From an optimization exercise on the open Yosys and OpenROAD flow, aimed at small area; shortcuts taken in it are not production practice.
In this exercise RTL edits were held to simulation tests only and were not proved equivalent to the original.
Power is estimated from default activity; no workload was simulated.

==> flow/design.v <==
`timescale 1ns / 1ps
module flexible_clock(input clk, input rst, output en_1h, output en_10h, output en_1k);
    reg [4:0] c26;       
    reg [11:0] c2500;    
    reg [3:0] c10;       
    wire c26_end = (c26 == 5'h09);
    wire c2500_end = (c2500 == 12'h206);
    wire c10_end = (c10 == 4'h9);
    assign en_1k = (c26 == 5'd0);
    assign en_10h = (c2500 == 12'd0);
    assign en_1h = en_10h && (c10 == 4'd0);
    always @ (posedge clk) begin
        if (rst) begin
            c26 <= 0;
            c2500 <= 0;
            c10 <= 0;
        end else begin
            c26 <= c26_end ? 5'd0 : {c26[3:0], ~(c26[4] ^ c26[2])};
            c2500 <= c2500_end ? 12'd0 : {c2500[10:0], ~(c2500[11] ^ c2500[5] ^ c2500[3] ^ c2500[0])};
            if (c2500_end) c10 <= c10_end ? 4'd0 : {c10[2:0], ~(c10[3] ^ c10[2])};
        end
    end
endmodule
`timescale 1ns / 1ps
module lsfr_32bit(input clk, input rst, input en, output reg [3:0] out);
    reg [31:0] tempOut;
    wire random = tempOut[31] ^ tempOut[21] ^ tempOut[1] ^ tempOut[0];
    wire [4:0] v = {out, 1'b0} + {4'd0, random} + (tempOut[31] ? 5'd7 : 5'd0);
    wire [4:0] v1 = (v >= 5'd22) ? v - 5'd22 : (v >= 5'd11) ? v - 5'd11 : v;
    always @ (posedge clk) begin
        if (rst) begin
            tempOut <= 1;
            out <= 1;
        end else if (en) begin
            tempOut <= {tempOut[30:0], random};
            out <= v1[3:0];
        end
    end
endmodule
`timescale 1ns / 1ps
module lfsr_12(
    input RST,
    input CLK,
    input EN,
    output reg [11:0] Q
    );
    always @ (posedge CLK) begin
        if (RST) begin
            Q <= 0;
        end
        else if (EN) begin
            Q <= { Q[10:6], ~(Q[5]^Q[11]), Q[4], ~(Q[3]^Q[11]), Q[2:0], Q[11] };
        end
    end
endmodule
`timescale 1ns / 1ps
module get_shot_result(
    input rng_rst,
    input en_10hz,
    input clk_25m,
    input [6:0] ball_x,
    output reg scored
    );
    wire [11:0] q;
    lfsr_12 ran_gen (rng_rst, clk_25m, en_10hz, q);
    wire [5:0] s = q[3:0] + q[7:4] + q[11:8];
    reg [2:0] m5;
    always @ (*) begin
        case (s)
            6'd0, 6'd5, 6'd10, 6'd15, 6'd20, 6'd25, 6'd30, 6'd35, 6'd40, 6'd45: m5 = 3'd0;
            6'd1, 6'd6, 6'd11, 6'd16, 6'd21, 6'd26, 6'd31, 6'd36, 6'd41: m5 = 3'd1;
            6'd2, 6'd7, 6'd12, 6'd17, 6'd22, 6'd27, 6'd32, 6'd37, 6'd42: m5 = 3'd2;
            6'd3, 6'd8, 6'd13, 6'd18, 6'd23, 6'd28, 6'd33, 6'd38, 6'd43: m5 = 3'd3;
            default: m5 = 3'd4;
        endcase
    end
    wire [3:0] r10 = (m5[0] == q[0]) ? {1'b0, m5} : {1'b0, m5} + 4'd5;
    reg [3:0] d10;
    always @ (*) begin
        if (ball_x >= 7'd120) d10 = 12;
        else if (ball_x >= 7'd110) d10 = 11;
        else if (ball_x >= 7'd100) d10 = 10;
        else if (ball_x >= 7'd90) d10 = 9;
        else if (ball_x >= 7'd80) d10 = 8;
        else if (ball_x >= 7'd70) d10 = 7;
        else if (ball_x >= 7'd60) d10 = 6;
        else if (ball_x >= 7'd50) d10 = 5;
        else if (ball_x >= 7'd40) d10 = 4;
        else if (ball_x >= 7'd30) d10 = 3;
        else if (ball_x >= 7'd20) d10 = 2;
        else if (ball_x >= 7'd10) d10 = 1;
        else d10 = 0;
    end
    always @ (posedge clk_25m) begin
        if (rng_rst) scored <= 0;
        else scored <= (d10 >= r10);
    end
endmodule
`timescale 1ns / 1ps
module left_right_toggler(
    input btnL,
    input btnR,
    input clk,
    input rst,
    input started,
    output reg [1:0] state
    );
    reg [32:0] debounce_counter;
    wire db_fb = debounce_counter[32] ^ debounce_counter[19] ^ (debounce_counter[31:0] == 32'd0);
    localparam [32:0] DB_2000 = 33'h0768b168;
    always @(posedge clk) begin
      if (rst) begin
        debounce_counter <= 0;
        state <= 0;
      end else begin
        if (btnL || btnR)
            debounce_counter <= {debounce_counter[31:0], db_fb};
        else
            debounce_counter <= 0;
        if (debounce_counter == DB_2000 && !started) begin
            if (btnL && state != 2'd0)
                state <= state - 2'd1;
            else if (btnR && state < 2'd2)
                state <= state + 2'd1;
        end
      end
    end
endmodule
`timescale 1ns / 1ps
module start_screen(
    input [6:0] x,
    input [5:0] y,
    input clk,
    input btnL,
    input btnR,
    input btnC,
    input reset,
    input rst,
    output reg [2:0] oled_data,
    output reg started,
    output reg [1:0] difficulty
    );
    localparam [2:0] black = 3'd0, white = 3'd1, orange = 3'd3, red = 3'd4, green = 3'd5, yellow = 3'd6;
    wire [1:0] difficulty_state;
    left_right_toggler difficulty_menu (.btnL(btnL),.btnR(btnR),.clk(clk),.rst(rst),.state(difficulty_state),.started(started));
    reg [32:0] debounce_counter;
    wire db_fb = debounce_counter[32] ^ debounce_counter[19] ^ (debounce_counter[31:0] == 32'd0);
    localparam [32:0] DB_2000 = 33'h0768b168;
    wire signed [8:0] sx = {2'b00, x};
    wire signed [8:0] sy = {3'b000, y};
    wire [6:0] adx = (x >= 7'd47) ? x - 7'd47 : 7'd47 - x;
    wire [5:0] ady = (y >= 6'd31) ? y - 6'd31 : 6'd31 - y;
    wire [6:0] u = (x < 7'd48) ? x : 7'd95 - x;
    reg circ;
    always @ (*) begin
        case (ady)
            6'd0, 6'd1: circ = (adx == 7'd8) || (u == 7'd20);
            6'd2, 6'd3: circ = (u == 7'd20);
            6'd4: circ = (adx == 7'd7);
            6'd5: circ = (adx == 7'd6);
            6'd6: circ = (adx == 7'd5) || (u == 7'd19);
            6'd7: circ = (adx == 7'd4);
            6'd8: circ = (adx <= 7'd1);
            6'd9: circ = (u == 7'd18);
            6'd12: circ = (u == 7'd16);
            6'd13: circ = (u == 7'd15);
            6'd14: circ = (u == 7'd14);
            6'd15: circ = (u == 7'd13);
            6'd16: circ = (u == 7'd12);
            6'd18: circ = (u == 7'd9);
            6'd19: circ = (u == 7'd6);
            6'd20: circ = (u <= 7'd3);
            default: circ = 1'b0;
        endcase
    end
    wire cline = (x == 7'd47) && y > 9 && y < 52;
    wire keys = (x > 0 && x < 10 && y > 22 && y < 24) || (x > 0 && x < 10 && y > 40 && y < 42) || (x > 8 && x < 11 && y > 22 && y < 42)
             || (x > 85 && x < 95 && y > 22 && y < 24) || (x > 85 && x < 95 && y > 40 && y < 42) || (x > 82 && x < 85 && y > 22 && y < 42);
    wire easy = (x > 30 && x < 37 && ((y > 50 && y < 52) || (y > 54 && y < 56) || (y > 58 && y < 60))) || (x > 30 && x < 33 && y > 50 && y < 60);
    wire signed [8:0] xmy = sx - sy;
    wire [7:0] xpy = x + y;
    wire mdm = (x > 42 && x < 45 && y > 50 && y < 60) || (xmy > -9'sd10 && xmy < -9'sd6 && x > 42 && x < 47)
               || (xpy > 100 && xpy < 104 && x > 47 && x < 52) || (x > 50 && x < 53 && y > 50 && y < 60);
    wire hard = (x > 58 && x < 61 && y > 50 && y < 60) || (x > 65 && x < 68 && y > 50 && y < 60) || (x > 58 && x < 68 && y > 54 && y < 56);
    wire sel = y > 60 && y < 63 && ((x > 30 && x < 37 && difficulty_state == 2'd0) || (x > 42 && x < 53 && difficulty_state == 2'd1)
                                   || (x > 58 && x < 68 && difficulty_state == 2'd2));
    always @ (posedge clk) begin
      if (rst) begin
        oled_data <= black;
        started <= 0;
        debounce_counter <= 0;
        difficulty <= 0;
      end else begin
        oled_data <= sel ? black : hard ? red : mdm ? yellow : easy ? green : (cline || circ || keys) ? white : orange;
        if (reset) started <= 0;
        if (started == 0) begin
            if (btnC)
                debounce_counter <= {debounce_counter[31:0], db_fb};
            else
                debounce_counter <= 0;
            if (debounce_counter == DB_2000)
                started <= 1;
        end
        difficulty <= difficulty_state;
      end
    end
endmodule
`timescale 1ns / 1ps
module end_screen(
    input [6:0] x,
    input [5:0] y,
    input clk,
    input btnC,
    input win,
    input reset,
    input rst,
    output reg [2:0] oled_data,
    output reg restart
    );
    localparam [2:0] black = 3'd0, red = 3'd4, green = 3'd5, brown = 3'd7;
    reg [31:0] debounce;
    reg debounce_ge;
    wire db_fb = debounce[31] ^ debounce[21] ^ debounce[1] ^ debounce[0] ^ (debounce[30:0] == 31'd0);
    localparam [31:0] DB_1999 = 32'h91a947ae;    
    localparam [31:0] DB_LAST = 32'h80000000;    
    wire signed [9:0] sx = {3'b000, x};
    wire signed [9:0] sy = {4'b0000, y};
    wire signed [9:0] x2py = 2*sx + sy;
    wire signed [9:0] ym2x = sy - 2*sx;
    wire signed [9:0] ymx = sy - sx;
    wire signed [9:0] ypx = sy + sx;
    wire G = (x > 27 && x < 37 && y > 10 && y < 13) || (x > 27 && x < 30 && y > 10 && y < 20) || (x > 27 && x < 37 && y > 18 && y < 20)
          || (x > 34 && x < 37 && y > 15 && y < 20) || (x > 32 && x < 37 && y > 15 && y < 18);
    wire A = (x2py > 90 && x2py < 96 && x > 37 && x < 42) || (ym2x < -72 && ym2x > -76 && x >= 42 && x < 47)
          || (x > 37 && x < 47 && y > 13 && y < 15);
    wire M = (x > 47 && x < 50 && y > 10 && y < 20) || (x > 54 && x < 57 && y > 10 && y < 20)
          || (ymx < -35 && ymx > -39 && x > 47 && x < 52) || (ypx > 65 && ypx < 69 && x > 52 && x < 57);
    wire E1 = (x > 57 && x < 67 && y > 10 && y < 13) || (x > 57 && x < 60 && y > 10 && y < 20)
           || (x > 57 && x < 67 && y > 14 && y < 17) || (x > 57 && x < 67 && y > 18 && y < 20);
    wire O = (x > 27 && x < 36 && y > 21 && y < 23) || (x > 27 && x < 29 && y > 21 && y < 30)
          || (x > 27 && x < 36 && y > 27 && y < 30) || (x > 34 && x < 36 && y > 21 && y < 30);
    wire V = (ym2x > -54 && ym2x < -50 && x > 36 && x < 42) || (x2py > 112 && x2py < 116 && x > 41 && x < 46);
    wire E2 = (x > 48 && x < 57 && y > 21 && y < 24) || (x > 48 && x < 57 && y > 24 && y < 26)
           || (x > 48 && x < 57 && y > 28 && y < 30) || (x > 48 && x < 50 && y > 21 && y < 30);
    wire R = (x > 58 && x < 67 && y > 21 && y < 24) || (x > 58 && x < 60 && y > 21 && y < 30)
          || (x > 58 && x < 67 && y > 24 && y < 26) || (x > 65 && x < 67 && y > 21 && y < 26)
          || (ymx < -31 && ymx > -35 && x > 58 && x < 67);
    wire W = (ymx > 11 && ymx < 15 && x > 27 && x < 37) || (ypx > 85 && ypx < 89 && x > 37 && x < 47)
          || (ymx > -9 && ymx < -5 && x > 47 && x < 57) || (ypx > 105 && ypx < 109 && x > 57 && x < 67);
    wire L = (x > 45 && x < 49 && y > 40 && y < 50) || (x > 45 && x < 55 && y > 47 && y < 50);
    always @ (posedge clk) begin
      if (rst) begin
        oled_data <= black;
        restart <= 0;
        debounce <= 0;
        debounce_ge <= 0;
      end else begin
        if (win && W) oled_data <= green;
        else if (!win && L) oled_data <= red;
        else if (G || A || M || E1 || O || V || E2 || R) oled_data <= black;
        else oled_data <= brown;
        if (reset) begin
            if (btnC) begin
                debounce <= {debounce[30:0], db_fb};
                if (debounce == DB_1999) debounce_ge <= 1;
                else if (debounce == DB_LAST) debounce_ge <= 0;
            end else begin
                debounce <= 0;
                debounce_ge <= 0;
            end
            if (debounce_ge) restart <= 1;
        end else restart <= 0;
      end
    end
endmodule
`timescale 1ns / 1ps
module score_tracker(
    input show_top_score,
    input clk_25Mhz_seg,
    input rst,
    input en,
    output [6:0] seg,
    output [3:0] an,
    input [5:0] score_player,
    input [5:0] score_ai
    );
    reg [5:0] highScore;
    reg [2:0] an_state;
    reg [3:0] seg_digit;
    reg [2:0] an_pos;
    wire [5:0] v;
    reg [3:0] v_tens;
    reg [5:0] v_units;
    always @ (*) begin
        if (v >= 6'd60) begin v_tens = 4'd6; v_units = v - 6'd60; end
        else if (v >= 6'd50) begin v_tens = 4'd5; v_units = v - 6'd50; end
        else if (v >= 6'd40) begin v_tens = 4'd4; v_units = v - 6'd40; end
        else if (v >= 6'd30) begin v_tens = 4'd3; v_units = v - 6'd30; end
        else if (v >= 6'd20) begin v_tens = 4'd2; v_units = v - 6'd20; end
        else if (v >= 6'd10) begin v_tens = 4'd1; v_units = v - 6'd10; end
        else begin v_tens = 4'd0; v_units = v; end
    end
    reg [6:0] seg_r;
    always @ (*) begin
        case (seg_digit)
            4'd0: seg_r = 7'b1000000;
            4'd1: seg_r = 7'b1111001;
            4'd2: seg_r = 7'b0100100;
            4'd3: seg_r = 7'b0110000;
            4'd4: seg_r = 7'b0011001;
            4'd5: seg_r = 7'b0010010;
            4'd6: seg_r = 7'b0000010;
            4'd7: seg_r = 7'b1111000;
            4'd8: seg_r = 7'b0000000;
            4'd9: seg_r = 7'b0010000;
            default: seg_r = 7'b1111111;
        endcase
    end
    assign seg = seg_r;
    wire top_digit = show_top_score ? (an_state == 3'd2 || an_state == 3'd1) : !an_state[2];
    assign v = show_top_score ? highScore : an_state[1] ? score_player : score_ai;
    wire tens = show_top_score ? an_state[1] : an_state[0];
    assign an = an_pos[2] ? 4'b1111 : ~(4'b0001 << an_pos[1:0]);
    always @ (posedge clk_25Mhz_seg) begin
      if (rst) begin
        seg_digit <= 4'd15;
        an_pos <= 3'd4;
        highScore <= 0;
        an_state <= 3;
      end else if (en) begin
        an_state <= an_state - 1;
        if (score_player > highScore) highScore <= score_player;
        if (top_digit) begin
            seg_digit <= tens ? v_tens : v_units[3:0];
            an_pos <= {1'b0, an_state[1:0]};
        end
      end
    end
endmodule
`timescale 1ns / 1ps
module display_bball_court(
    input [6:0] x,
    input [5:0] y,
    input clk,
    input rst,
    output reg [2:0] oled_data
    );
    localparam [2:0] black = 3'd0, white = 3'd1, blue = 3'd2, orange = 3'd3, red = 3'd4;
    always @ (posedge clk) begin
      if (rst) oled_data <= black;
      else begin
        if (x > 93 && y > 40 && y <= 60) oled_data <= white;
        else if (x > 93 && y > 30 && y <= 40) oled_data <= black;
        else if (x > 89 && y > 38 && y < 42) oled_data <= red;
        else if (y > 60) oled_data <= orange;
        else if (x < 2 && y > 40) oled_data <= white;
        else if (x < 2 && y > 30) oled_data <= black;
        else if (x < 6 && y > 38 && y < 42) oled_data <= red;
        else oled_data <= blue;
      end
    end
endmodule
`timescale 1ns / 1ps
module dunk_animation(
    input [6:0] x,
    input [5:0] y,
    input clk,
    input run,
    input rst,
    output reg [2:0] oled_data,
    output reg [1:0] animation_frame
    );
    localparam [2:0] black = 3'd0, white = 3'd1, blue = 3'd2, orange = 3'd3, red = 3'd4;
    reg [12:0] frame_rate_counter;
    wire wrap = (frame_rate_counter == 13'h6c1);
    wire [1:0] frame_next = run ? (wrap ? animation_frame + 2'd1 : animation_frame) : 2'd0;
    wire [1:0] f = run ? animation_frame : 2'd0;
    reg ball;
    always @ (*) begin
        case (f)
            2'd0: ball = x > 35 && x < 45 && y > 0 && y < 10;
            2'd1: ball = x > 35 && x < 45 && y > 10 && y < 20;
            2'd2: ball = x > 35 && x < 45 && y > 20 && y < 30;
            default: ball = x > 35 && x < 45 && y > 30 && y < 40;
        endcase
    end
    wire hoop_red = x > 30 && x < 50 && y > 20 && y < 25;
    wire hoop_black = (x > 50 && x < 53 && y > 0 && y < 22) || (x > 48 && x < 50 && y > 22 && y < 40)
                   || (x > 40 && x < 43 && y > 22 && y < 40) || (x > 30 && x < 33 && y > 22 && y < 40)
                   || (x > 30 && x < 53 && y > 28 && y < 30) || (x > 30 && x < 53 && y > 34 && y < 37);
    wire hoop_white = x > 50 && x < 53 && y > 22 && y < 63;
    always @ (posedge clk) begin
      if (rst) begin
        oled_data <= black;
        frame_rate_counter <= 0;
        animation_frame <= 0;
      end else begin
        frame_rate_counter <= (run && !wrap) ? {frame_rate_counter[11:0], ~(frame_rate_counter[12] ^ frame_rate_counter[3] ^ frame_rate_counter[2] ^ frame_rate_counter[0])} : 0;
        animation_frame <= frame_next;
        oled_data <= hoop_red ? red : hoop_black ? black : hoop_white ? white : ball ? orange : blue;
      end
    end
endmodule
`timescale 1ns / 1ps
module miss_animation(
    input [6:0] x,
    input [5:0] y,
    input clk,
    input run,
    input rst,
    output reg [2:0] oled_data,
    output reg [1:0] animation_frame
    );
    localparam [2:0] black = 3'd0, white = 3'd1, blue = 3'd2, orange = 3'd3, red = 3'd4;
    reg [13:0] frame_rate_counter;
    wire wrap = (frame_rate_counter == 14'h3ff3);
    wire [1:0] frame_next = run ? (wrap ? animation_frame + 2'd1 : animation_frame) : 2'd0;
    wire [1:0] f = frame_next;
    reg ball;
    always @ (*) begin
        case (f)
            2'd0: ball = x > 5 && x < 15 && y > 10 && y < 20;
            2'd1: ball = x > 15 && x < 25 && y > 0 && y < 10;
            2'd2: ball = x > 25 && x < 35 && y > 10 && y < 20;
            default: ball = x > 15 && x < 25 && y > 0 && y < 10;
        endcase
    end
    wire hoop_red = x > 30 && x < 50 && y > 20 && y < 25;
    wire hoop_black = (x > 50 && x < 53 && y > 0 && y < 22) || (x > 48 && x < 50 && y > 22 && y < 40)
                   || (x > 40 && x < 43 && y > 22 && y < 40) || (x > 30 && x < 33 && y > 22 && y < 40)
                   || (x > 30 && x < 53 && y > 28 && y < 30) || (x > 30 && x < 53 && y > 34 && y < 37);
    wire hoop_white = x > 50 && x < 53 && y > 22 && y < 63;
    always @ (posedge clk) begin
      if (rst) begin
        oled_data <= black;
        frame_rate_counter <= 0;
        animation_frame <= 0;
      end else begin
        frame_rate_counter <= (run && !wrap) ? {frame_rate_counter[12:0], ~(frame_rate_counter[13] ^ frame_rate_counter[4] ^ frame_rate_counter[2] ^ frame_rate_counter[0])} : 0;
        animation_frame <= frame_next;
        oled_data <= hoop_red ? red : hoop_black ? black : hoop_white ? white : ball ? orange : blue;
      end
    end
endmodule
`timescale 1ns / 1ps
module score_animation(
    input [6:0] x,
    input [5:0] y,
    input clk,
    input run,
    input rst,
    output reg [2:0] oled_data,
    output reg [1:0] animation_frame
    );
    localparam [2:0] black = 3'd0, white = 3'd1, blue = 3'd2, orange = 3'd3, red = 3'd4;
    reg [13:0] frame_rate_counter;
    wire wrap = (frame_rate_counter == 14'h3ff3);
    wire [1:0] frame_next = run ? (wrap ? animation_frame + 2'd1 : animation_frame) : 2'd0;
    wire [1:0] f = frame_next;
    reg ball;
    always @ (*) begin
        case (f)
            2'd0: ball = x > 15 && x < 25 && y > 10 && y < 20;
            2'd1: ball = x > 25 && x < 35 && y > 0 && y < 10;
            2'd2: ball = x > 35 && x < 45 && y > 10 && y < 20;
            default: ball = x > 35 && x < 45 && y > 30 && y < 40;
        endcase
    end
    wire hoop_red = x > 30 && x < 50 && y > 20 && y < 25;
    wire hoop_black = (x > 50 && x < 53 && y > 0 && y < 22) || (x > 48 && x < 50 && y > 22 && y < 40)
                   || (x > 40 && x < 43 && y > 22 && y < 40) || (x > 30 && x < 33 && y > 22 && y < 40)
                   || (x > 30 && x < 53 && y > 28 && y < 30) || (x > 30 && x < 53 && y > 34 && y < 37);
    wire hoop_white = x > 50 && x < 53 && y > 22 && y < 63;
    always @ (posedge clk) begin
      if (rst) begin
        oled_data <= black;
        frame_rate_counter <= 0;
        animation_frame <= 0;
      end else begin
        frame_rate_counter <= (run && !wrap) ? {frame_rate_counter[12:0], ~(frame_rate_counter[13] ^ frame_rate_counter[4] ^ frame_rate_counter[2] ^ frame_rate_counter[0])} : 0;
        animation_frame <= frame_next;
        oled_data <= hoop_red ? red : hoop_black ? black : hoop_white ? white : ball ? orange : blue;
      end
    end
endmodule
`timescale 1ns / 1ps
module player(
    input signed [7:0] dx,
    input signed [6:0] dy,
    input clk,
    input rst,
    output reg [1:0] oled_data
    );
    wire inx = dx >= 0 && dx <= 2;
    always @(posedge clk) begin
        if (rst) oled_data <= 2'd0;
        else if (inx && dy >= 0 && dy <= 2) oled_data <= 2'd1;
        else if (inx && dy >= 3 && dy <= 7) oled_data <= 2'd2;
    end
endmodule
`timescale 1ns / 1ps
module Top_Student (input clk, input rst, input btnC, btnU, btnL, btnR, btnD, input [12:0] pixel_index,
    output reg [15:0] pixel_data, output reg [9:0] led, output [6:0] seg, output [3:0] an);
    wire clk_25m = clk;
    wire en_1h;
    wire en_10h;
    wire en_1k;
    localparam [3:0] C_BLACK = 4'd0, C_ORANGE = 4'd11;
    reg [3:0] oled_data;
    always @ (*) begin
        case (oled_data)
            4'd0: pixel_data = 16'b00000_000000_00000;
            4'd1: pixel_data = 16'b11111_111111_11111;
            4'd2: pixel_data = 16'b00001_101011_11010;
            4'd3: pixel_data = 16'b11101_011110_00001;
            4'd4: pixel_data = 16'b11100_000111_00010;
            4'd5: pixel_data = 16'b00010_100101_00001;
            4'd6: pixel_data = 16'b11010_110110_00001;
            4'd7: pixel_data = 16'b10100_011001_00001;
            4'd8: pixel_data = 16'b11110_110101_10101;
            4'd9: pixel_data = 16'b00000_000000_11111;
            4'd10: pixel_data = 16'b00000_111111_00000;
            default: pixel_data = 16'b11111_100000_00000;
        endcase
    end
    wire [7:0] h = pixel_index[12:5];
    reg [5:0] row;
    reg [1:0] hm3;
    always @ (*) begin
        row = h / 3;
        hm3 = h - 3 * row;
    end
    wire [6:0] col = {hm3, pixel_index[4:0]};
    reg [5:0] game_timer;
    wire [2:0] start_screen_data;
    wire [2:0] end_screen_data;
    wire [2:0] bball_court_data;
    wire [2:0] scored_screen_data;
    wire [2:0] missed_screen_data;
    wire [2:0] dunked_screen_data;
    wire game_started;
    wire game_restart;
    wire [25:0] gravity = 90;
    wire [5:0] arc_max_height = (63 - 40);
    reg [10:0] player_speed;    
    wire ps_end = (player_speed == 11'h7ef);
    reg [6:0] ball_initial_grav;    
    reg [5:0] player_row;
    reg [5:0] player_row_cur;  
    reg [6:0] player_col;
    wire [5:0] hoop_height = (63 - 20);
    wire [6:0] hoop_width = 3;
    wire [5:0] player_jump_max_height = 20;
    reg [4:0] player_curr_jump;
    wire [3:0] player_height = 8;
    wire [1:0] player_width = 2;
    reg [5:0] player_hand_row;
    wire [1:0] ball_height = 1;
    wire [1:0] ball_width = 1;
    reg [6:0] ball_col;
    reg [5:0] ball_posvert_difference;
    reg [5:0] ball_negvert_difference;
    reg [6:0] initial_ball_col;
    reg [6:0] initial_ball_row;
    reg [5:0] ball_posvert_counter;
    reg [11:0] ball_row;
    reg [6:0] distance_to_basket;
    reg is_shot;
    reg playerHasBall;
    reg player_is_jumping;
    reg [25:0] player_jump_speed;
    reg [4:0] player_grav;          
    reg [7:0] ball_grav;            
    wire [11:0] player_grav_v = 12'd10 + player_grav * 7'd90;
    wire [14:0] ball_grav_v = 15'd1 + ball_grav * 7'd90;
    reg player_direction;  
    reg playerHasScored;
    wire playerHasScoredTemp;
    wire [1:0] aiState;
    wire [1:0] diffLevel;
    wire [6:0] shootingRange;
    wire [6:0] defendRange;
    wire [6:0] attackRange;
    wire [6:0] aggressiveness;
    wire isAggressive;
    wire canSteal;
    wire [2:0] stealChance;
    reg aiHasBall, isLooseBall, reset, canScore;
    reg aiDirection;  
    reg [6:0] aiLeft;
    wire [6:0] aiRight = aiLeft + 7'd2;    
    reg [5:0] aiTop;
    wire [5:0] aiBottom = aiTop + 6'd8;    
    reg [6:0] aiDistanceToBasket;
    reg aiShotBall;
    wire aiHasScored;
    reg aiIsJumping;
    reg aiShotResult;
    wire [5:0] aiMaxJumpHeight;
    reg [5:0] aiCurrHeight;
    reg [25:0] aiJumpSpeed;
    reg [25:0] aiGrav;
    reg [31:0] counter;
    wire [3:0] randomCounter;
    wire [31:0] aiSpeed;
    wire [31:0] boost;
    parameter defending = 2'b00;
    parameter attacking = 2'b01;
    parameter shooting = 2'b10;
    parameter waiting = 2'b11;
    parameter easy = 2'b00;
    parameter normal = 2'b01;
    parameter hard = 2'b10;
    parameter left = 1;
    parameter right = 0;
    reg [31:0] ballSpeed;
    reg [5:0] aiScore;
    reg [5:0] playerScore;
    reg outcome;  
    reg game_end;
    reg resetGame;
    reg isDunkAni;
    reg isShootAni;
    reg isMissAni;
    wire [1:0] dunkFrame;
    wire [1:0] missFrame;
    wire [1:0] shootFrame;
    wire [1:0] player_data;
    wire [1:0] ai_data;
    wire [3:0] player_code = {|player_data, 2'b00, player_data[1]};    
    wire [3:0] ai_code = {|ai_data, 1'b0, ai_data[1], 1'b0};            
    reg playerShotResult;
    reg playerShotPos_gt85;    
    flexible_clock time_base (.clk(clk), .rst(rst), .en_1h(en_1h), .en_10h(en_10h), .en_1k(en_1k));
    lsfr_32bit ai_rng_unit (.clk(clk), .rst(rst), .en(en_1h), .out(randomCounter));
    start_screen start_unit (.x(col), .y(row), .clk(clk), .rst(rst), .btnL(btnL), .btnR(btnR), .btnC(btnD), .oled_data(start_screen_data),
                             .started(game_started), .difficulty(diffLevel), .reset(resetGame));
    end_screen end_unit (.x(col), .y(row), .clk(clk), .rst(rst), .btnC(btnD), .win(outcome), .oled_data(end_screen_data), .restart(game_restart), .reset(game_end));
    score_tracker score_tracker_unit (.show_top_score(!game_started), .clk_25Mhz_seg(clk), .rst(rst), .en(en_1k), .seg(seg[6:0]), .an(an), .score_player(playerScore), .score_ai(aiScore));
    get_shot_result score_unit (.rng_rst(rst), .en_10hz(en_10h), .clk_25m(clk), .ball_x(player_col), .scored(playerHasScoredTemp));
    display_bball_court bball_court (.x(col), .y(row), .clk(clk), .rst(rst), .oled_data(bball_court_data));
    dunk_animation dunk (.x(col), .y(row), .clk(clk), .rst(rst), .run(isDunkAni), .oled_data(dunked_screen_data), .animation_frame(dunkFrame));
    miss_animation miss (.x(col), .y(row), .clk(clk), .rst(rst), .run(isMissAni), .oled_data(missed_screen_data), .animation_frame(missFrame));
    score_animation score (.x(col), .y(row), .clk(clk), .rst(rst), .run(isShootAni), .oled_data(scored_screen_data), .animation_frame(shootFrame));
    player player_unit (.dx(dc_p), .dy(dr_p), .clk(clk), .rst(rst), .oled_data(player_data));
    player ai_unit (.dx(dc_a), .dy(dr_a), .clk(clk), .rst(rst), .oled_data(ai_data));
    wire signed [7:0] dc_p = $signed({1'b0, col}) - $signed({1'b0, player_col});
    wire signed [6:0] dr_p = $signed({1'b0, row}) - $signed({1'b0, player_row});
    wire signed [6:0] dr_h = $signed({1'b0, row}) - $signed({1'b0, player_hand_row});
    wire signed [7:0] dc_a = $signed({1'b0, col}) - $signed({1'b0, aiLeft});
    wire signed [6:0] dr_a = $signed({1'b0, row}) - $signed({1'b0, aiTop});
    wire signed [7:0] dc_ar = $signed({1'b0, col}) - $signed({1'b0, aiRight});
    wire signed [7:0] dc_b = $signed({1'b0, col}) - $signed({1'b0, ball_col});
    wire signed [12:0] dr_b = $signed({7'd0, row}) - $signed({1'b0, ball_row});
    wire in_player = dr_p >= 0 && dr_p <= 8 && dc_p >= 0 && dc_p <= 2;
    wire in_hand_r = dr_h >= 0 && dr_h <= 1 && dc_p >= 2 && dc_p <= 3;
    wire in_hand_l = dr_h >= 0 && dr_h <= 1 && dc_p >= -1 && dc_p <= 0;
    wire in_ball = dr_b >= 0 && dr_b <= 1 && dc_b >= 0 && dc_b <= 1;                     
    wire ai_rows = aiTop <= 6'd55 && dr_a >= 0 && dr_a <= 8;                              
    wire in_ai = ai_rows && aiLeft <= 7'd125 && dc_a >= 0 && dc_a <= 2;                    
    wire in_ai_wide = ai_rows && aiLeft >= 7'd1 && aiLeft <= 7'd125 && dc_a >= -1 && dc_a <= 3;
    wire ai_hand_rows = dr_a >= 2 && dr_a <= 3;
    wire in_ai_hand_l = ai_hand_rows && aiLeft >= 7'd1 && dc_a >= -1 && dc_a <= 0;
    wire in_ai_hand_r = ai_hand_rows && dc_ar >= 0 && dc_ar <= 1;
    wire signed [9:0] p_bound = $signed({3'd0, distance_to_basket[6:1]}) + $signed({3'd0, initial_ball_col}) + $signed({4'd0, ball_negvert_difference[5:1]}) - $signed({4'd0, ball_posvert_difference[5:1]});
    wire p_up = p_bound[9] || ($signed({3'd0, ball_col}) < p_bound);
    wire signed [9:0] a_bound = $signed({4'd0, aiDistanceToBasket[6:1]}) - $signed({4'd0, ball_negvert_difference[5:1]}) + $signed({4'd0, ball_posvert_difference[5:1]});
    wire a_up = !a_bound[9] && ($signed({3'd0, ball_col}) > a_bound);
    wire cnt_hi = |counter[31:11];
    wire [10:0] cnt_lo = counter[10:0];
    wire ai_move_def = cnt_hi || (diffLevel == 2'd1 ? cnt_lo >= 11'd1033 : diffLevel == 2'd2 ? cnt_lo >= 11'd833 : cnt_lo >= 11'd1233);
    wire ai_move_att = cnt_hi || (diffLevel == 2'd1 ? (isAggressive ? cnt_lo >= 11'd983 : cnt_lo >= 11'd1033) :
                                  diffLevel == 2'd2 ? (isAggressive ? cnt_lo >= 11'd733 : cnt_lo >= 11'd833) : cnt_lo >= 11'd1233);
    wire ai_shoot_cond = (diffLevel == 2'd1 ? aiLeft <= 7'd50 : diffLevel == 2'd2 ? aiLeft <= 7'd55 : aiLeft <= 7'd40)
                         && (aiLeft < 7'd2 || {1'b0, player_col} + 8'd4 < {1'b0, aiLeft});
    wire ai_dunk_cond = (diffLevel == 2'd1 ? aiLeft <= 7'd15 : diffLevel == 2'd2 ? aiLeft <= 7'd17 : aiLeft <= 7'd12);
    reg led_off, led0_clr;
    wire [25:0] aiGrav_step = aiGrav + (aiIsJumping ? 26'd90 : -26'd90);
    wire ball_up = aiShotBall ? a_up : p_up;
    wire [11:0] ball_row_step = ball_row + (ball_up ? 12'hfff : 12'd1);
    always @ (posedge clk) begin
      if (rst) begin
        game_timer <= 59;
        led_off <= 1;
        led0_clr <= 0;
      end else if (en_1h) begin
        led_off <= 0;
        if (!game_started) begin
            game_timer <= 59;
            led0_clr <= 0;
        end
        else begin
            if (game_timer == 0) led0_clr <= 1;
            if (game_timer > 0) begin
                game_timer <= game_timer - 1;
            end
        end
      end
    end
    always @ (*) begin
        led[0] = !led_off && !led0_clr;
        led[1] = !led_off && game_timer >= 6'd1;
        led[2] = !led_off && game_timer >= 6'd2;
        led[3] = !led_off && game_timer >= 6'd3;
        led[4] = !led_off && game_timer >= 6'd4;
        led[5] = !led_off && game_timer >= 6'd5;
        led[6] = !led_off && game_timer >= 6'd6;
        led[7] = !led_off && game_timer >= 6'd7;
        led[8] = !led_off && game_timer >= 6'd8;
        led[9] = !led_off && game_timer >= 6'd9;
    end
    always @ (posedge clk_25m) begin
      player_row_cur = player_row;
      if (rst) begin
        player_speed <= 0;
        ball_initial_grav <= 0;
        player_row <= 52;
        player_col <= 15;
        player_curr_jump <= 0;
        player_hand_row <= 0;
        ball_col <= 0;
        ball_posvert_difference <= 0;
        ball_negvert_difference <= 0;
        initial_ball_col <= 0;
        initial_ball_row <= 0;
        ball_posvert_counter <= 0;
        ball_row <= 0;
        distance_to_basket <= 0;
        is_shot <= 0;
        playerHasBall <= 1;
        player_is_jumping <= 0;
        player_jump_speed <= 0;
        player_grav <= 0;
        ball_grav <= 0;
        player_direction <= 0;
        aiLeft <= 90;
        aiTop <= 52;
        aiDistanceToBasket <= 0;
        aiShotBall <= 0;
        aiIsJumping <= 0;
        aiShotResult <= 0;
        aiCurrHeight <= 0;
        aiJumpSpeed <= 0;
        aiGrav <= 0;
        counter <= 0;
        ballSpeed <= 0;
        aiScore <= 0;
        playerScore <= 0;
        outcome <= 0;
        game_end <= 0;
        resetGame <= 0;
        isDunkAni <= 0;
        isShootAni <= 0;
        isMissAni <= 0;
        playerShotResult <= 0;
        playerShotPos_gt85 <= 0;
        playerHasScored <= 0;
        aiHasBall <= 0;
        isLooseBall <= 0;
        reset <= 0;
        canScore <= 0;
        aiDirection <= 0;
        oled_data <= 0;
      end else begin
        counter <= counter + 1;
        player_jump_speed <= (player_jump_speed == {14'd0, player_grav_v}) ? 0 : player_jump_speed + 1;
        ballSpeed <= (ballSpeed == {17'd0, ball_grav_v}) ? 0 : ballSpeed + 1;
        aiJumpSpeed <= (aiJumpSpeed == 10 + aiGrav) ? 0 : aiJumpSpeed + 1;
        player_speed <= ps_end ? 11'd0 : {player_speed[9:0], ~(player_speed[10] ^ player_speed[8])};
        player_hand_row <= player_row + 2;
        if (~game_started && ~game_end) begin
            oled_data <= {1'b0, start_screen_data};
            resetGame <= 0;
            aiScore <= 0;
            playerScore <= 0;
            reset <= 1;
            playerHasBall <= 1;
            is_shot <= 0;
            aiIsJumping <= 0;
            aiShotBall <= 0;
            aiHasBall <= 0;
            isLooseBall <= 0;
            aiShotResult <= 0;
            ball_grav <= 0;
            player_grav <= 0;
            aiGrav <= 0;
            distance_to_basket <= 0;
            ball_posvert_counter <= 0;
            ball_negvert_difference <= 0;
            ball_posvert_difference <= 0;
            ball_initial_grav <= 0;
            playerShotResult <= 0;
        end
        else if (game_started && !game_end) begin
            if (game_timer == 0 && !is_shot && !aiShotBall && !aiCurrHeight && !player_curr_jump && !aiIsJumping && !player_is_jumping) begin
                outcome <= aiScore > playerScore ? 0 : 1;
                game_end <= 1;
            end
            if (reset) begin
                reset <= 0;
                aiLeft <= 90;
                player_col <= 15;
                isLooseBall <= 0;
                isDunkAni <= 0;
                isShootAni <= 0;
                isMissAni <= 0;
                canScore <= 0;
                aiShotResult <= 0;
                playerShotResult <= 0;
                player_row <= 52;
            end
            if (!reset) begin
                oled_data <= {1'b0, bball_court_data};
                if (in_player) begin
                    oled_data <= player_code;
                end    
                if (in_hand_r && player_direction == 0 && playerHasBall) begin
                    ball_col <= player_col + player_width;
                    initial_ball_col <= ball_col;
                    ball_row <= player_hand_row;
                    initial_ball_row <= ball_row;
                    distance_to_basket <= (95 - ball_col);
                    oled_data <= C_ORANGE;
                end
                else if (in_hand_l && player_direction == 1 && playerHasBall) begin
                    ball_col <= player_col + player_width;
                    initial_ball_col <= ball_col;
                    ball_row <= player_hand_row;
                    initial_ball_row <= ball_row;
                    distance_to_basket <= (95 - ball_col);            
                    oled_data <= C_ORANGE;
                end
                else if (is_shot && in_ball) begin
                    oled_data <= C_ORANGE;
                end
                if (btnR && btnL) begin
                end
                else if (ps_end && btnR) begin
                    player_col <= (player_col + player_width + ball_width == 95) ? 92 : player_col + 1;
                    player_direction <= 0;
                end
                else if (ps_end && btnL) begin
                    player_col <= (player_col - ball_width == 0) ? 1 : player_col - 1;
                    player_direction <= 1;
                end
                if (btnU && player_curr_jump == 0) begin
                    player_is_jumping <= 1;
                end
                if (player_is_jumping) begin
                    if (player_jump_speed == 0) begin
                        player_grav <= player_grav + 5'd1;
                        player_curr_jump <= player_curr_jump + 1;
                        player_row <= (player_row == 0) ? 0 : player_row - 1;
                    end     
                    if (player_curr_jump == player_jump_max_height) begin
                        player_is_jumping <= 0;
                    end
                end
                else if (player_jump_speed == 0 && ~player_is_jumping) begin
                    player_grav <= (player_grav == 0) ? 5'd0 : player_grav - 5'd1;
                    player_row_cur = (player_row + player_height == 60) ? 52 : player_row + 1;
                    player_row <= player_row_cur;
                    if (player_row_cur == 52) begin
                        player_curr_jump <= 0;
                        player_grav <= 0;
                    end
                end
                if (btnC && playerHasBall) begin
                    is_shot <= 1;
                    if (playerHasScoredTemp) begin
                        playerHasScored <= 1;
                        playerShotPos_gt85 <= (player_col + 7'd2) > 7'd85;
                    end else begin
                        playerHasScored <= 0;
                    end
                    playerHasBall <= 0;
                    isLooseBall <= 1;
                    aiHasBall <= 0;
                end
                if (is_shot) begin
                    if (ballSpeed == 0) begin
                        ball_posvert_difference <= (initial_ball_row < hoop_height) ? hoop_height - initial_ball_row : 0;
                        ball_initial_grav <= (initial_ball_row < 7'd43) ? {6'd43 - initial_ball_row[5:0], 1'b0} : 7'd0;
                        ball_negvert_difference <= (initial_ball_row > hoop_height) ? initial_ball_row - hoop_height : 0;
                        if (p_up) begin
                            ball_grav <= ball_initial_grav + ball_posvert_counter;
                            ball_posvert_counter <= ball_posvert_counter + 1;
                            ball_row <= ball_row_step;
                        end
                        else begin
                            ball_grav <= (ball_grav == 0) ? 8'd0 : ball_grav - 8'd1;
                            ball_row <= ball_row_step;                
                        end
                    end
                    if (ps_end) begin
                        ball_col <= (ball_col + ball_width >= 92) ? 92 : ball_col + 1;
                    end
                    if (ball_col >= 92) begin
                        if (playerShotResult == 0) begin
                            playerShotResult <= 1;
                            if (playerHasScored) begin
                                if (playerShotPos_gt85) isDunkAni <= 1;
                                else isShootAni <= 1;
                            end else isMissAni <= 1;
                        end
                        if (dunkFrame == 3 || shootFrame == 3 || missFrame == 3) begin
                            if (dunkFrame == 3 || shootFrame == 3) playerScore <= playerScore + 1;
                            playerHasBall <= 0;
                            aiHasBall <= 1;
                            is_shot <= 0;
                            ball_grav <= 0;
                            ball_posvert_counter <= 0;
                            isLooseBall <= 0;
                            reset <= 1;
                            isDunkAni <= 0;
                            isMissAni <= 0;
                            isShootAni <= 0;
                            playerShotResult <= 0;
                            playerHasScored <= 0;
                            if (game_timer == 0) begin
                                outcome <= aiScore > playerScore ? 0 : 1;
                                game_end <= 1;
                            end
                        end
                    end
                end
                if (~playerHasBall && ~is_shot && ~aiShotBall && btnD && player_row_cur + player_height >= ball_row && player_row_cur <= ball_row + ball_height && player_col <= ball_col + ball_width && player_col + player_width >= ball_col) begin
                    playerHasBall <= 1;
                    aiHasBall <= 0;
                end
                if (aiState == defending) begin
                    if (ai_move_def) begin  
                        counter <= 0;
                        if ((aiLeft < player_col + defendRange && aiRight < 95)) begin  
                            aiLeft <= aiLeft + 1;
                            aiDirection <= right;
                        end else if ((aiLeft > player_col + player_width + defendRange && aiRight > 48) || (player_direction == left && player_col + player_width < 30)) begin
                            aiLeft <= aiLeft - 1;
                            aiDirection <= left;
                        end
                    end
                    if (in_ai) begin  
                        oled_data <= ai_code;
                    end
                    if (canSteal && (aiLeft <= player_col + player_width && aiLeft >= player_col || aiRight <= player_col + player_width && aiRight >= player_col) &&
                        aiTop <= ball_row)  
                    begin
                        playerHasBall <= 0;
                        aiHasBall <= 1;
                    end
                end else if (aiState == attacking) begin
                    if (in_ai_wide) begin  
                        if (in_ai) oled_data <= ai_code;
                        if (aiDirection == left && in_ai_hand_l && ~aiShotBall) begin
                            ball_col <= aiLeft - 1;
                            ball_row <= aiTop + 2;
                            initial_ball_col <= ball_col;
                            aiDistanceToBasket <= ball_col;
                            initial_ball_row <= ball_row;
                            oled_data <= C_ORANGE;
                        end else if (aiDirection == right && in_ai_hand_r && ~aiShotBall) begin
                            ball_col <= aiRight;
                            ball_row <= aiTop + 2;
                            initial_ball_col <= ball_col;
                            aiDistanceToBasket <= ball_col;
                            initial_ball_row <= ball_row;                            
                            oled_data <= C_ORANGE;
                        end
                    end
                    if (ai_move_att) begin  
                        counter <= 0;
                        if (aiLeft < player_col + player_width + attackRange || aiLeft > 80 || player_col + player_width <= 50 || isAggressive) begin
                            aiLeft <= aiLeft - 1;
                            aiDirection <= left;
                        end else begin
                            aiLeft <= aiLeft + 1;
                            aiDirection <= right;
                        end
                    end
                    if (ai_shoot_cond && !isAggressive) begin  
                        canScore <= 1;
                        aiIsJumping <= 1;
                    end
                    else if (ai_dunk_cond) begin
                        canScore <= 1;
                    end
                end else if (aiState == shooting) begin
                    if (ai_dunk_cond) begin  
                        if (aiShotResult == 0) begin
                            aiShotResult <= 1;
                            if (aiHasScored) begin
                                aiScore <= aiScore + 1;
                                isDunkAni <= 1;
                            end else begin
                                isMissAni <= 1;
                            end
                        end
                        if (isDunkAni) oled_data <= {1'b0, dunked_screen_data};
                        else if (isMissAni) oled_data <= {1'b0, missed_screen_data};
                        if (dunkFrame == 3 || missFrame == 3) begin
                            canScore <= 0;
                            playerHasBall <= 1;
                            aiHasBall <= 0;
                            reset <= 1;
                            isDunkAni <= 0;
                            isMissAni <= 0;
                            aiShotResult <= 0;
                            if (game_timer == 0) begin
                                outcome <= aiScore > playerScore ? 0 : 1;
                                game_end <= 1;
                            end
                        end
                    end else begin  
                        if (in_ai) oled_data <= ai_code;
                        if (in_ball) oled_data <= C_ORANGE;
                    end
                end else if (aiState == waiting) begin
                    if (in_ai) oled_data <= ai_code;  
                end
                if (aiIsJumping) begin
                    if (aiJumpSpeed == 0) begin
                        aiGrav <= aiGrav_step;
                        aiTop <= aiTop - 1;
                        ball_row <= aiTop + 2;
                        initial_ball_row <= ball_row;                            
                        ball_col <= aiLeft - 1;
                        aiDistanceToBasket <= ball_col;
                        aiCurrHeight <= aiCurrHeight + 1;
                    end
                    if (aiCurrHeight == aiMaxJumpHeight) begin
                        aiIsJumping <= 0;
                        if (aiHasBall) begin
                            aiShotBall <= 1;
                        end
                    end
                end else if (aiJumpSpeed == 0 && ~aiIsJumping) begin
                    aiGrav <= (aiGrav == 26'd0) ? 26'd0 : aiGrav_step;
                    if (aiTop < 52) begin
                        aiTop <= aiTop + 1;
                    end else begin
                        aiGrav <= 0;
                        aiCurrHeight <= 0;
                    end
                end
                if (aiShotBall) begin
                    if (ballSpeed == 0) begin
                        ball_posvert_difference <= (initial_ball_row < hoop_height) ? hoop_height - initial_ball_row : 0;
                        ball_initial_grav <= (initial_ball_row < 7'd43) ? {6'd43 - initial_ball_row[5:0], 1'b0} : 7'd0;
                        ball_negvert_difference <= (initial_ball_row > hoop_height) ? initial_ball_row - hoop_height : 0;
                        if (a_up) begin
                            ball_grav <= ball_initial_grav + ball_posvert_counter;
                            ball_posvert_counter <= ball_posvert_counter + 1;
                            ball_row <= ball_row_step;
                        end
                        else begin
                            ball_grav <= (ball_grav == 0) ? 8'd0 : ball_grav - 8'd1;
                            ball_row <= ball_row_step;                
                        end
                    end
                    if (ps_end) begin
                        ball_col <= (ball_col == 0) ? 0 : ball_col - 1;
                    end                
                        if (ball_col <= 3) begin
                            if (aiShotResult == 0) begin
                                aiShotResult <= 1;
                                if (aiHasScored) begin
                                    aiScore <= aiScore + 1;
                                    isShootAni <= 1;
                                end else begin
                                    isMissAni <= 1;
                                end
                            end
                            if (shootFrame == 3 || missFrame == 3) begin
                                playerHasBall <= 1;
                                aiHasBall <= 0;
                                aiShotBall <= 0;
                                canScore <= 0;
                                ball_grav <= 0;
                                ball_posvert_counter <= 0;                                
                                reset <= 1;
                                isShootAni <= 0;
                                isMissAni <= 0;
                                aiShotResult <= 0;
                                if (game_timer == 0) begin
                                    outcome <= aiScore > playerScore ? 0 : 1;
                                    game_end <= 1;
                                end
                            end
                        end
                    if (isShootAni) oled_data <= {1'b0, scored_screen_data};
                    else if (isMissAni) oled_data <= {1'b0, missed_screen_data};
                end
                if (is_shot) begin
                    if (isShootAni) oled_data <= {1'b0, scored_screen_data};
                    else if (isDunkAni) oled_data <= {1'b0, dunked_screen_data};
                    else if (isMissAni) oled_data <= {1'b0, missed_screen_data};
                end
            end
        end
        else if (game_end) begin
            oled_data <= {1'b0, end_screen_data};
            if (game_restart) begin
                resetGame <= 1;
                game_end <= 0;
            end
        end
      end
    end
    assign shootingRange = diffLevel == easy ? 40 : diffLevel == normal ? 50 : diffLevel == hard ? 55 : 40;
    assign defendRange = diffLevel == easy ? 7 : diffLevel == normal ? 3 : diffLevel == hard ? 1 : 8;
    assign attackRange = diffLevel == easy ? 8 : diffLevel == normal ? 5 : diffLevel == hard ? 3 : 8;
    assign aiHasScored = canScore ? diffLevel == easy ? randomCounter <= 3 : diffLevel == normal ? randomCounter <= 6 :
                         diffLevel == hard ? randomCounter <= 9 : 0 : 0;
    assign aggressiveness = diffLevel == easy ? 0 : diffLevel == normal ? 3 : diffLevel == hard ? 6 : 0;
    assign isAggressive = diffLevel == easy ? 0 : randomCounter <= aggressiveness ? 1 : 0;
    assign stealChance = diffLevel == easy ? 0 : diffLevel == normal ? 3 : diffLevel == hard ? 6 : 0;
    assign canSteal = diffLevel == easy ? 0 : randomCounter <= stealChance ? 1 : 0;
    assign boost = diffLevel == easy ? 0 : diffLevel == normal ? 50 : diffLevel == hard ? 100 : 0;
    assign aiMaxJumpHeight = diffLevel == easy ? 15 : diffLevel == normal ? 18 : diffLevel == hard ? 22 : 15;
    assign aiSpeed = diffLevel == easy ? 1233 : diffLevel == normal ? 1033 : diffLevel == hard ? 833 : 1233;
    assign aiState = playerHasBall ? defending : aiHasBall ? canScore ? shooting : attacking : isLooseBall ? waiting : defending;
endmodule
==> flow/flow/run.sh <==
#!/bin/bash
# Own layout flow: the standard synthesis, then the combinational logic
# between the registers is re-mapped with a stronger ABC script (registers,
# their names and cell types are kept as the standard synthesis made them),
# then the standard layout from the re-mapped netlist.
set -euo pipefail
W=$(pwd)
P=${FLOW_PLATFORM:-sky130hd}
R=$W/orfs/results/$P/Top_Student/base
L=$W/orfs/logs/$P/Top_Student/base
LIB=$FLOW_HOME/platforms/$P/lib/sky130_fd_sc_hd__tt_025C_1v80.lib
YOSYS=$FLOW_HOME/../tools/install/yosys/bin/yosys
[ -x "$YOSYS" ] || YOSYS=yosys

bash standard.sh synth > std_synth.log 2>&1

cp $R/1_2_yosys.v $W/std_1_2_yosys.v
DU=$(grep -o -- "-dont_use [A-Za-z0-9_]*" $L/1_2_yosys.log | sort -u | tr '\n' ' ')
SEQ=$(grep -o "sky130_fd_sc_hd__[a-z0-9_]*" $W/std_1_2_yosys.v | sort -u | grep -E "__(df|ed|sd|dl|conb)" | tr '\n' ' ')
sed -e "s#@LIB@#$LIB#g" -e "s#@DU@#$DU#g" -e "s#@SEQ@#$SEQ#g" -e "s#@IN@#$W/std_1_2_yosys.v#g" -e "s#@OUT@#$W/reopt.v#g" \
    $W/flow/reopt.ys.in > $W/reopt.ys
$YOSYS -l $W/reopt.log $W/reopt.ys > /dev/null 2>&1

cp $W/reopt.v $R/1_2_yosys.v
rm -f $R/1_synth.odb $R/1_synth.sdc
bash standard.sh finish > std_finish.log 2>&1
==> flow/flow/reopt.ys.in <==
read_liberty -ignore_miss_func @LIB@
read_verilog @IN@
hierarchy -top Top_Student
setattr -mod -set keep_hierarchy 1 @SEQ@
flatten
opt -full
abc -liberty @LIB@ @DU@ -script +strash;&get,-n;&fraig,-x;&put;scorr;dc2;strash;&get,-n;&deepsyn,-T,150;&put;&get,-n;&dch,-f;&nf,-R,1000;&put
opt_clean -purge
hilomap -singleton -hicell sky130_fd_sc_hd__conb_1 HI -locell sky130_fd_sc_hd__conb_1 LO
splitnets
insbuf -buf sky130_fd_sc_hd__buf_4 A X
opt_clean -purge
stat -liberty @LIB@
select Top_Student
write_verilog -noattr -noexpr -nohex -nodec -selected @OUT@
==> flow/standard.sh <==
#!/bin/bash
# synth_recipe.tcl (not shown) runs the flow's synth.tcl, then flattens the netlist and writes it again
# the make line also repeats each setting of config.mk as NAME=value (left out here)
make -C /OpenROAD-flow-scripts/flow DESIGN_CONFIG=/design/flow/config.mk WORK_HOME=/design/flow/orfs CLKGATE_MAP_FILE= SYNTH_SCRIPT=/design/flow/synth_recipe.tcl "${@:-finish}"
==> flow/config.mk <==
export PLATFORM = sky130hd
export DESIGN_NAME = Top_Student
export DESIGN_NICKNAME = Top_Student
export VERILOG_FILES = /design/flow/design.v
export SDC_FILE = /design/flow/constraint.sdc
export NUM_CORES = 4
export LEC_CHECK = 0
export CAP_MARGIN = 20
export CORE_MARGIN = 2
export CORE_UTILIZATION = 40
export CTS_CLUSTER_DIAMETER = 100
export CTS_CLUSTER_SIZE = 25
export SLEW_MARGIN = 20
==> flow/constraint.sdc <==
create_clock -name core_clock -period 35.0 [get_ports {clk}]
set_input_delay 7.0000 -clock core_clock [delete_from_list [all_inputs] [get_ports {clk}]]
set_output_delay 7.0000 -clock core_clock [all_outputs]
set_load 0.01 [all_outputs]
==> results of run 1 <==
[final timing paths]
kind,cells after the start,start,slack (ns),endpoint
hold / removal,1,miss.frame_rate_counter[10],0.45,miss.frame_rate_counter[11]
hold reg to reg,1,miss.frame_rate_counter[10],0.45,miss.frame_rate_counter[11]
setup reg to reg,19,aiLeft[1],28.96,ball_row[8]
setup / recovery,25,pixel_index[10],20.88,ball_row[8]
[per-stage QoR]
step | cell area, µm² | total power [mW] | setup WS, ns
after detailed placement | 34590 | 0.9085 | 20.47
after global placement | 34580 | 0.9108 | 20.48
after global routing | 35550 | 1.368 | 20.21
after CTS | 35530 | 1.325 | 21.13
final | 35550 | 1.313 | 20.88
after floorplan | 32220 | 0.8309 | 22.45
[state kept, by name (all words and copies together) (netlist names), 12 cells and up]
signal and count:
score_unit.ran_gen.Q 12, player_jump_speed 26, ai_rng_unit.tempOut 32, ballSpeed 32, counter 32, start_unit.debounce_counter 33
miss.frame_rate_counter 14, aiGrav 25, ball_row 12, score.frame_rate_counter 14, aiJumpSpeed 26, start_unit.difficulty_menu.debounce_counter 33
time_base.c2500 12, end_unit.debounce 32, dunk.frame_rate_counter 13
[layout by cell type, fill, tap and decap left out, drive strengths merged, types with 12 or more instances in the layout]
| master | instances |
|---|---|
| nand3 | 108 |
| or2 | 31 |
| clkbuf | 31 |
| nand2b | 73 |
| o211ai | 32 |
| a21o | 23 |
| nor2b | 73 |
| xor2 | 90 |
| nor2 | 505 |
| clkdlybuf4s50 | 55 |
| clkinv | 102 |
| nand4 | 44 |
| a211oi | 26 |
| a2111oi | 12 |
| o31ai | 27 |
| maj3 | 25 |
| nor4 | 72 |
| o21ai | 320 |
| o21a | 19 |
| or4 | 17 |
| and2 | 153 |
| a22oi | 26 |
| a32oi | 12 |
| or3 | 27 |
| a21oi | 335 |
| a311oi | 17 |
| dfxtp | 584 |
| a31oi | 67 |
| nand3b | 12 |
| xnor2 | 191 |
| a22o | 141 |
| o21bai | 15 |
| nor3 | 224 |
| buf | 61 |
| o22ai | 58 |
| and3 | 80 |
| nand2 | 443 |
[routing by layer]
layer | wire (µm) | GRT usage (%) | part of all wire, % | vias to the layer above
met5 | 0 | 0 | 0 | -
met3 | 7354 | 3.241 | 7.0 | 243
met1 | 48240 | 34.60 | 46 | 15040
met4 | 4636 | 10.19 | 4.4 | 0
li1 | - | - | - | 15650
met2 | 45210 | 38.09 | 43 | 1176
[worst register-to-register path, cell delays in order (launching register included)]
cell	delay [ns]
dfxtp_1	0.90
clkinv_1	0.56
nor2_1	0.26
nor2_1	0.10
nand2_1	0.10
a21oi_1	0.04
o21ai_0	0.28
xor2_1	0.24
nand2_1	0.10
a21oi_1	0.19
o31ai_1	0.10
a21oi_1	0.19
nand4_1	0.13
or4_1	0.57
a21oi_1	0.39
or2_0	0.49
nor3_1	0.19
o21ai_0	0.56
o31ai_1	0.19
mux2_1	0.34
[final cells by class]
cell class	instances	area, µm²	share of cell area [%]
Antenna cell	1	2.502	0.007039
Multi-Input combinational cell	3479	20210	56.84
Clock inverter	10	167.7	0.4716
Sequential cell	584	11690	32.89
Timing Repair Buffer	116	1008	2.837
Clock buffer	31	775.7	2.182
Tap cell	1060	1326	3.731
Inverter	99	371.6	1.045
[where the power goes]
group | total [mW] | switching [mW] | internal [mW]
Sequential | 0.691 | 0.0157 | 0.675
Combinational | 0.208 | 0.135 | 0.0734
Clock | 0.414 | 0.235 | 0.180
==> impl_metrics.yaml, run 1 <==
run_status:
  run_status: "no timing/DRC/antenna violations"
clocking:
  insertion_delay_ns: 0.65
  cts_tree: "done"
  root_buffer: "clkbuf_16"
  cts.sinks: 584
  max-clock-path-buffers: 3
  cts_resized: 0
  cts_buffers: 30
  cts_setup_buffers: 0
  postCtsHoldBufs: 0
  path_clk_slew_ns: 0.10
  h-tree-depth: 1
critical_path:
  cp-start-kind: "primary input"
  worst_path_largest_cell_delay_ns: 0.68
  worstPathMaxFanout: 16
  cp_data_required_time_ns: 35.53
  crit_path_end_kind: "register"
  path_delay_family: "compound AO/OA/AOI/OAI gates"
  crit_arrival_ns: 14.66
  critPathKind: "in2reg"
  path_buf_inv: 4
  cpMaxStageDelayCell: "clkdlybuf4s50_1"
  crit_path_frequent_cell: "a21oi_1"
routing:
  vias: 32110
  drtIter0Drc: 3287
  wl_per_cell_um: 19.60
  dr.pass1.iters: 8
  drcViolationCount: 0
  drtAntennaViolNets: 0
  vias_per_cell: 5.968
  drt_wl_total_mm: 105.4
yosys:
  synth_fp_nets: 4182
  netlist_instances: 4162
  postSynthAreaPerCell_um2: 7.742
  synth_area_um2: 32220
  yosysWarnings: 14
power_and_ir_drop:
  power_density_nw_per_um2: 36.94
  power.leakage_nw: 12.68
  ir_worst_vdd_mv: 0.04629
timing:
  finalHoldViolations: 0
  finalMaxSlewViolations: 0
  fin_crit_sh_pct: 40.36
  rsz0062_at_grt: "false"
  max_slew_margin_pct: 26.35
  setup_viol: 0
  tightest_slew_ns: 1.095
  min_period_ns: 14.12
  fin_setup_tns_ns: 0
  fin_skew_ns: 0.03271
  fmax_mhz: 70.80
  holdWs_ns: 0.4472
grt:
  grtUsageTotal_pct: 24.68
  grt_max_degree: 39
  antenna_found_initial: 1
  grt_overflow: 0
  grt_pass1_wl_mm: 166.3
  grt_pass1_vias: 29210
floorplan:
  chipHeight_um: 287.8
  design.core.area_um2: 80160
  rows: 104
  dieArea_um2: 82850
  ios: 57
  start_util_pct: 40.20
  fp.dieW_um: 287.8
placement:
  dp_hpwl_mm: 77.52
  dpl.cell_count: 5338
  port_buffers: 56
  gp_congestion: 0.9986
final_layout:
  fillers: 8243
  syn_to_final_growth_pct: 10.32
  fin_nets: 4330
  fin_cells: 5380
  final_util_pct: 44.35
  drive_above_1_share_pct: 2.616
run:
  drv_cap: 0
min_path:
  hp-class: "reg2reg"
==> run 2, diff against run 1 <==
--- a/flow/config.mk
+++ b/flow/config.mk
@@ -10,4 +10,2 @@
 export CORE_UTILIZATION = 40
-export CTS_CLUSTER_DIAMETER = 100
-export CTS_CLUSTER_SIZE = 25
 export SLEW_MARGIN = 20
==> impl_metrics.yaml, run 2 <==
timing:
  fmax_mhz: 72.14
  tightest_slew_ns: 1.100
  max_slew_margin_pct: 25.86
  fin_setup_tns_ns: 0
  fin_crit_sh_pct: 39.61
  finalHoldViolations: 0
  min_period_ns: 13.86
  setup_viol: 0
  fin_skew_ns: 0.02225
  holdWs_ns: 0.4526
  rsz0062_at_grt: "false"
  finalMaxSlewViolations: 0
routing:
  drcViolationCount: 0
  vias_per_cell: 5.936
  drtIter0Drc: 3159
  vias: 32260
  drtAntennaViolNets: 0
  dr.pass1.iters: 6
  drt_wl_total_mm: 103.2
  wl_per_cell_um: 18.99
grt:
  grt_overflow: 0
  grt_pass1_wl_mm: 162.9
  grt_max_degree: 47
  grtUsageTotal_pct: 24.14
  antenna_found_initial: 1
  grt_pass1_vias: 29580
critical_path:
  crit_path_frequent_cell: "a21oi_1"
  rr_startpoint: "ball_posvert_difference[1]"
  critPathKind: "in2reg"
  worst_path_largest_cell_delay_ns: 0.84
  startpoint: "pixel_index[10]"
  path_depth: 28
  rr_endpoint: "ball_row[10]"
  cp_data_required_time_ns: 35.50
  path_buf_inv: 3
  cpMaxStageDelayCell: "a21oi_1"
  crit_path_end_kind: "register"
  reg2reg_setup_slack_ns: 28.89
  crit_end: "ball_row[10]"
  reg2reg_depth: 26
  worstPathMaxFanout: 16
  cp-start-kind: "primary input"
  path_delay_family: "compound AO/OA/AOI/OAI gates"
  crit_arrival_ns: 14.36
final_layout:
  fin_nets: 4339
  mostFrequentLayoutCells: "dfxtp_1 (584), nor2_1 (495), nand2_1 (413)"
  syn_to_final_growth_pct: 15.27
  diodes: 0
  final_util_pct: 46.31
  final_common_cell: "dfxtp_1"
  drive_above_1_share_pct: 4.343
  largestRegisters: "start_unit.debounce_counter: 33 flops, start_unit.difficulty_menu.debounce_counter: 33 flops"
power_and_ir_drop:
  power.leakage_nw: 13.40
  power_density_nw_per_um2: 45.15
  p_int_mw: 1.219
  clockPowerShare_pct: 47.0
  ir_worst_vdd_mv: 0.04204
  p_sw_mw: 0.4569
  seq_power_share_pct: 40.9
  p_comb_share_pct: 12.1
  netSwitchingFraction_pct: 27.26
clocking:
  cts.sinks: 584
  h-tree-depth: 3
  insertion_delay_ns: 0.64
  cts_tree: "done"
  cts_setup_buffers: 0
  root_buffer: "clkbuf_16"
  cts_buffers: 72
  path_clk_slew_ns: 0.06
  postCtsHoldBufs: 0
  cts_resized: 0
  max-clock-path-buffers: 3
yosys:
  synth_fp_nets: 4149
  yosysWarnings: 14
  postSynthAreaPerCell_um2: 7.799
  synth_area_um2: 32200
  netlist_instances: 4129
floorplan:
  fp.dieW_um: 287.7
  rows: 104
  design.core.area_um2: 80160
  start_util_pct: 40.17
  ios: 57
  chipHeight_um: 287.7
  dieArea_um2: 82790
run_status:
  run_status: "no timing/DRC/antenna violations"
min_path:
  hp-class: "reg2reg"
placement:
  port_buffers: 56
  gp_congestion: 1.039
  dp_hpwl_mm: 73.63
run:
  drv_cap: 0
## run 2: worst min-delay path by stage
stage / start / end / slack, ns / cells past startpoint
2_1_floorplan: end_unit.oled_data[2] / oled_data[2] / 0.40 / 2
3_3_place_gp: score.frame_rate_counter[3] / score.frame_rate_counter[4] / 0.43 / 1
3_5_place_dp: score.frame_rate_counter[3] / score.frame_rate_counter[4] / 0.44 / 1
4_1_cts: player_speed[5] / player_speed[6] / 0.46 / 1
5_1_grt: time_base.c2500[4] / time_base.c2500[5] / 0.47 / 1
6_report: player_speed[5] / player_speed[6] / 0.45 / 1
## run 2: area by class of cell
cell class                 instances  area [µm²]
timing repair buffer             116        1016
clock inverter                    33       509.2
clock buffer                      97        2006
inverter                         107       401.6
tap                             1060        1326
fill                            8115       43040
multi-input combinational       3438       20170
sequential                       584       11690
## run 2: routing by layer
layer	vias up	share of wire (%)	global-route usage, %
li1	15730	-	-
met1	15030	45	32.87
met2	1209	43	37.31
met3	288	6.7	4.017
met4	2	4.8	10.98
met5	-	0.015	0
## run 2: power by group through the flow
stage | Clock (mW) | Combinational [mW] | Sequential, mW
after detailed placement | 0 | 0.196 | 0.700
final | 0.787 | 0.203 | 0.685
after global routing | 0.832 | 0.218 | 0.687
after global placement | 0 | 0.199 | 0.700
after CTS | 0.808 | 0.197 | 0.685
after floorplan | 0 | 0.124 | 0.696
## run 2: through the flow
step / power [mW] / area, µm² / cells / setup slack [ns]
3_3_place_gp: 0.8989 / 34580 / 5304 / 20.98
4_1_cts: 1.690 / 37100 / 5434 / 21.40
3_5_place_dp: 0.8960 / 34580 / 5304 / 20.76
5_1_grt: 1.737 / 37120 / 5435 / 20.61
2_1_floorplan: 0.8206 / 32200 / 4129 / 22.55
6_report: 1.676 / 37120 / 5435 / 21.14
## run 2: worst reg2reg max path: cells and delay by family, from the launching register on
family	cells	cell delay [ns]
AO/OA/AOI/OAI	8	1.15
XOR/XNOR	1	0.26
flip-flops	1	0.47
AND/OR/NAND/NOR	15	3.34
adder cells (fa/ha/maj)	2	0.77

## separate check: timing with driven ports
The results above use ideal ports. As a check the final layouts listed here were re-extracted and re-timed, cells and wires unchanged.
Step 1, drivers: a clkbuf_16 drives clk and a buf_2 each remaining input, both assumed.
Step 2 times the ports against the registers' clock, not the clock port: input delays grow and output delays shrink by t, the midpoint of the rising clock arrivals with the driver on.
Slacks: ideal ports / drivers / drivers and shift; pairs: ideal ports / drivers.
run | t, ns | slack for setup (ns) | clock arrival spread, ns | worst slew at a driven data input, ns
run 1 | 0.703 | 20.876 / 20.902 / 20.200 | 0.041 / 0.041 | 0.06
run 2 | 0.694 | 21.138 / 21.181 / 20.487 | 0.028 / 0.028 | 0.07
After both steps every run listed still meets setup and hold. For run 1, which loses most, drivers alone change the setup slack by +0.026 ns; drivers and shift together by -0.676 ns.
